What follows belongs to an exercise in optimizing a design on an open flow for small area, a short achievable clock period and few clock cycles per item; a production flow would make more cautious choices. In this exercise RTL edits were held to simulation tests only and were not proved equivalent to the original. No activity file was given, so power comes from the tool's default toggle rates.

build 92:
// md5_ctl
module md5_ctl(clk_i, rdy_i, msg_i, rst_i, hash_o, rdy_o, busy_o);
export LEC_CHECK = 0
export ABC_AREA = 1
export CAP_MARGIN = 20
export CORE_MARGIN = 2
export CORE_UTILIZATION = 30
export SETUP_SLACK_MARGIN = 5
export SLEW_MARGIN = 20
create_clock -name core_clock -period 12.5 [get_ports {clk_i}]
run.sh (not shown) runs the stock make flow with config.mk's settings and CLKGATE_MAP_FILE= SYNTH_SCRIPT=/design/flow/synth_recipe.tcl, a recipe that flattens the netlist after the stock synthesis.
Build 92 completed end to end with timing, DRC and antenna clean.
Testbench counts of build 92, summed over its fixed seeds: cycles 29,892, blocks 450.
[inputs] build 25 vs build 92
==> flow/flow/run.sh (new file) <==
#!/bin/bash
set -euo pipefail
bash standard.sh SETUP_SLACK_MARGIN=8 finish > make_finish.log 2>&1
==> flow/standard.sh (new file) <==
#!/bin/bash
# synth_recipe.tcl (not shown) runs the flow's synth.tcl, then flattens the netlist and writes it again
# the make line also repeats each setting of config.mk as NAME=value (left out here)
make -C /OpenROAD-flow-scripts/flow DESIGN_CONFIG=/design/flow/config.mk WORK_HOME=/design/flow/orfs CLKGATE_MAP_FILE= SYNTH_SCRIPT=/design/flow/synth_recipe.tcl "${@:-finish}"
-- flow/config.mk --
<<< build 92, line 11
export CORE_UTILIZATION = 30
export SETUP_SLACK_MARGIN = 5
export SLEW_MARGIN = 20
>>> build 25, line 11
export CORE_UTILIZATION = 30
export SLEW_MARGIN = 20
removed: flow/run.sh
- Build 25 ended up with a lower sequential share of cell area than build 92 did.
- Sort build 92 and build 25 by worst setup slack desc -> top: build 25
- Build 25 against build 92: number of design rule violations left after detail routing neither gained nor lost much; worst setup slack for register-to-register paths picked up an extra 1.31 ns; proportion of power drawn by combinational gates picked up an extra 9.8 points.
- From build 92 to build 25, worst hold path depth did not move at all.
- Min slew at the pin closest to its max-slew limit across build 92 and build 25: build 25
- Comparing clock power share for build 92 and build 25, the smaller number came from build 25.
Input-level comparison between build 27 and build 25:
==> flow/flow/run.sh <==
#!/bin/bash
# The standard layout (standard.sh: the standard synthesis and ORFS flow) with three
# changes to how the layout is made; the clock period and constraints are the design's:
#  - the clock tree is built from clkbuf_16 with up to 25 sinks per cluster and no dummy loads;
#  - every input and output port still gets its own buffer, a buf_1.
set -euo pipefail
bash standard.sh SETUP_SLACK_MARGIN=8 \
  "CTS_ARGS=-sink_clustering_enable -repair_clock_nets -dont_use_dummy_load -buf_list sky130_fd_sc_hd__clkbuf_16 -sink_clustering_size 25 -sink_clustering_max_diameter 80" \
  "BUFFER_PORTS_ARGS=-buffer_cell sky130_fd_sc_hd__buf_1" \
  finish > make_finish.log 2>&1
### Flow results
Going from build 25 to build 27, wire length decreased by 8100 µm relative to the old numbers, sequential power roughly the same, switching share of power grew by 0.94 points, clock latency of the later-clocked register in the worst-skew pair lower, proportion of power drawn by combinational gates up 4.6 points.
Delta (build 27 minus build 25): setup slack after layout saw an increase, worst hold slack after final layout saw a decrease.

========
== job 104 ==
Another version of the RTL of md5_ctl (not shown whole).
For scale: ~890 flip-flops, roughly 46000 sq um of cells after synthesis.
Settings: LEC_CHECK=0, ABC_AREA=1, CAP_MARGIN=20, CORE_MARGIN=2, CORE_UTILIZATION=30, GPL_ROUTABILITY_DRIVEN=0, PLACE_DENSITY=0.45, SLEW_MARGIN=20; clock period 12.5 ns.
standard.sh (not shown) runs the stock make flow with config.mk's settings and CLKGATE_MAP_FILE= SYNTH_SCRIPT=/design/flow/synth_recipe.tcl, a recipe that flattens the netlist after the stock synthesis.
==> flow/flow/run.sh <==
#!/bin/bash
# The standard layout (standard.sh: the standard synthesis and ORFS flow) with three
# changes to how the layout is made; the clock period and constraints are the design's:
#  - the clock tree is built from clkbuf_16 with up to 25 sinks per cluster and no dummy loads;
#  - every input and output port still gets its own buffer, a buf_1.
set -euo pipefail
bash standard.sh SETUP_SLACK_MARGIN=8 \
  "CTS_ARGS=-sink_clustering_enable -repair_clock_nets -dont_use_dummy_load -buf_list sky130_fd_sc_hd__clkbuf_16 -sink_clustering_size 25 -sink_clustering_max_diameter 80" \
  "BUFFER_PORTS_ARGS=-buffer_cell sky130_fd_sc_hd__buf_1" \
  finish > make_finish.log 2>&1
Job 104 finished every step from synthesis to the final layout, and the layout passed the timing, DRC and antenna checks.
Testbench counts of job 104, summed over its fixed seeds: cycles 29,892, blocks 450.
What job 101 does differently from job 104 at the input level:
-- flow/config.mk --
<<< job 104, line 10
export CORE_MARGIN = 2
export CORE_UTILIZATION = 30
export GPL_ROUTABILITY_DRIVEN = 0
export PLACE_DENSITY = 0.45
export SLEW_MARGIN = 20
>>> job 101, line 10
export CORE_MARGIN = 2
export CORE_UTILIZATION = 30
export SLEW_MARGIN = 20
Results
Result: PASS for each of job 104 and job 101. Summary of the comparison: met3 wirelength from detailed routing is higher in job 101, relative to job 104. The run showing the greater fraction of met3 tracks used by global routing is job 101. Comparing job 104 with job 101, the number of nets in the layout came out essentially unchanged. On worst setup slack, job 101 does better than job 104. Job 101 against job 104; power is down slightly. Of the two values seen for cell at the slowest stage of the critical path, sky130_fd_sc_hd__fa_1 was produced by job 104 and sky130_fd_sc_hd__dfxtp_4 by job 101. Between job 104 and job 101, the cell count of the worst hold path does not differ in any meaningful way. Job 101 vs job 104 — via count climbed slightly. Diff job 104 -> job 101 | wire length | increase of 2.4%. The switching part of the total power of job 101 and that of job 104 are within noise of each other. Register-to-register slack of job 101 is on par with job 104. Between job 104 and job 101, the sequential portion of the cell area figures differ only marginally.

[separate check: timing with driven ports]
No port has a modelled driver above. Below, the same layouts with a new extraction and two added sets of constraints. Step 1: set_driving_cell puts a clkbuf_16 on clk_i and a buf_2 on each other input, an assumption about the parent block. Step 2, shift: input delay + t, output delay - t, t = (earliest + latest rising clock arrival at the registers) / 2. This alone moves slack from input paths to output paths. Slacks: ideal / step 1 / step 2; pairs: ideal / step 1.
run	t (ns)	slack for setup (ns)	worst setup path at the end	worst slew at a driven data input, ns
build 92	0.794	6.212 / 6.212 / 6.031	input to register	0.12
build 25	0.811	7.524 / 7.524 / 7.036	input to register	0.06
build 27	0.740	7.610 / 7.610 / 6.948	input to register	0.08
job 104	0.738	7.823 / 7.849 / 7.145	input to register	0.06
job 101	0.721	7.843 / 7.843 / 7.322	input to register	0.07
After both steps setup and hold are still met in every run listed. For job 104, which loses most, drivers alone change the setup slack by +0.026 ns; drivers and shift together by -0.678 ns.
